This is an optimization exercise on Yosys and OpenROAD, whose aim is small area and a short achievable clock period, not a production implementation.
Function was checked by simulation only, so behaviour that the tests miss may differ from the original.
Power is estimated from default activity; no workload was simulated.

Design FIFO, start of the top module:
module FIFO(clk, rst, wr_en, rd_en, buf_in, buf_out, buf_empty, buf_full, fifo_counter);
input clk, rst, wr_en, rd_en;
input [7:0] buf_in;
output [7:0] buf_out;
output buf_empty, buf_full;
output [6:0] fifo_counter;
reg [7:0] buf_out;
reg buf_full;
reg not_empty;             
wire buf_empty = ~not_empty;
reg [6:0] fifo_counter;
reg [7:0] mem [0:63];
reg [7:0] sel_lo, sel_hi;
wire do_wr = wr_en & ~buf_full;
wire do_rd = rd_en & not_empty;
wire inc = do_wr & ~do_rd;
wire dec = do_rd & ~do_wr;
integer i;
always @(posedge clk) begin
    if (do_wr) begin
        mem[0] <= buf_in;
        for (i = 1; i < 64; i = i + 1)
            mem[i] <= mem[i-1];
    end
end
wire [7:0] lo0, hi0;
fifo_dec3 u_dlo (.a(fifo_counter[2:0]), .y(lo0));
fifo_dec3 u_dhi (.a(fifo_counter[5:3]), .y(hi0));
wire [7:0] lo_up = {lo0[6:0], lo0[7]};
wire [7:0] lo_dn = {lo0[0], lo0[7:1]};
wire [7:0] hi_up = lo0[7] ? {hi0[6:0], hi0[7]} : hi0;
wire [7:0] hi_dn = lo0[0] ? {hi0[0], hi0[7:1]} : hi0;
always @(posedge clk) begin
    sel_lo <= inc ? lo_up : dec ? lo_dn : lo0;
    sel_hi <= inc ? hi_up : dec ? hi_dn : hi0;
end
wire [7:0] grp [0:7];
genvar g;
generate
    for (g = 0; g < 8; g = g + 1) begin : gm
        fifo_mux8 u_m (.sel(sel_lo),
            .d0(mem[(g*8+0+63)%64]), .d1(mem[(g*8+1+63)%64]), .d2(mem[(g*8+2+63)%64]), .d3(mem[(g*8+3+63)%64]),
            .d4(mem[(g*8+4+63)%64]), .d5(mem[(g*8+5+63)%64]), .d6(mem[(g*8+6+63)%64]), .d7(mem[(g*8+7+63)%64]),
            .y(grp[g]));
    end
endgenerate
wire [7:0] out_next;
fifo_mux9 u_mt (.sel(sel_hi & {8{do_rd}}), .hold(~do_rd),
    .d0(grp[0]), .d1(grp[1]), .d2(grp[2]), .d3(grp[3]),
    .d4(grp[4]), .d5(grp[5]), .d6(grp[6]), .d7(grp[7]), .d8(buf_out),
    .y(out_next));
always @(posedge clk or posedge rst) begin
    if (rst)
        buf_out <= 8'd0;
    else
        buf_out <= out_next;
end
always @(posedge clk or posedge rst) begin
    if (rst) begin
        fifo_counter <= 7'd0;
        not_empty <= 1'b0;
        buf_full <= 1'b0;
    end else begin
        if (inc) begin
            fifo_counter <= fifo_counter + 7'd1;
            not_empty <= 1'b1;
            buf_full <= (fifo_counter == 7'd63);
        end else if (dec) begin
            fifo_counter <= fifo_counter - 7'd1;
            not_empty <= (fifo_counter != 7'd1);
            buf_full <= 1'b0;
        end
    end
  ...
For scale: ~550 flip-flops, ~29 I/O pins, about 20,000 µm² of cells after synthesis.
==> flow/config.mk <==
export PLATFORM = sky130hd
export DESIGN_NAME = FIFO
export DESIGN_NICKNAME = FIFO
export VERILOG_FILES = /design/flow/design.v
export SDC_FILE = /design/flow/constraint.sdc
export NUM_CORES = 4
export LEC_CHECK = 0
export CAP_MARGIN = 20
export CORE_MARGIN = 2
export CORE_UTILIZATION = 65
export CTS_BUF_LIST = sky130_fd_sc_hd__clkbuf_16
export CTS_CLUSTER_DIAMETER = 100
export CTS_CLUSTER_SIZE = 30
export SETUP_SLACK_MARGIN = 3.0
export SLEW_MARGIN = 20
export SYNTH_HIERARCHICAL = 1
export SYNTH_MINIMUM_KEEP_SIZE = 0
export TNS_END_PERCENT = 10
==> flow/constraint.sdc <==
create_clock -name core_clock -period 5.0 [get_ports {clk}]
set_input_delay 1.0000 -clock core_clock [delete_from_list [all_inputs] [get_ports {clk}]]
set_output_delay 1.0000 -clock core_clock [all_outputs]
set_load 0.01 [all_outputs]
run.sh (not shown) runs the stock make flow with config.mk's settings and CLKGATE_MAP_FILE= SYNTH_SCRIPT=/design/flow/synth_recipe.tcl, a recipe that flattens the netlist after the stock synthesis.
The first run finished with timing, DRC and antenna clean.
Next try:
ABC_AREA = 1   (was not set)
CORE_UTILIZATION = 55   (was 65)
SETUP_SLACK_MARGIN = 2.9   (was 3.0)
TNS_END_PERCENT = not set   (was 10)
What happened: The new run passed the timing, design-rule and antenna checks; clock skew climbs by 0.0038 ns; setup slack degrades by 0.030 ns; maximum frequency goes down by 1.3%.
Next try:
ABC_AREA = not set   (was 1)
CORE_UTILIZATION = 65   (was 55)
SETUP_SLACK_MARGIN = 2.85   (was 2.9)
Result: Utilization rises by 10 points; total power rises by 52%; global-route usage rises by 2.6 points; clock power falls by about 2%; count of clock-buffer cells in the layout does not change; sequential power rises by 21%; first-iteration DRC count falls by 3.0%; setup slack is better by 0.030 ns.

separate check: timing with driven ports:
Ports are ideal in the flow. The routed layouts listed here were re-timed in OpenROAD.
Step 1 assumes that a clkbuf_16 drives the clock port and a buf_2 every other input.
Step 2 also shifts input and output timing later by t, the mid clock arrival at the registers, as if the neighbouring blocks saw the same clock.
Slacks: ideal / step 1 / step 2; pairs: ideal / step 1.
run | t (ns) | setup WS [ns] | worst slew at a driven data input, ns
the first run | 0.595 | 2.821 / 2.768 / 2.275 | 0.05
the second run | 0.611 | 2.791 / 2.736 / 2.357 | 0.06
the third run | 0.595 | 2.821 / 2.769 / 2.286 | 0.05
After both steps setup and hold are still met in every run listed. For the first run, which loses most, drivers alone change the setup slack by -0.053 ns; drivers and shift together by -0.546 ns.
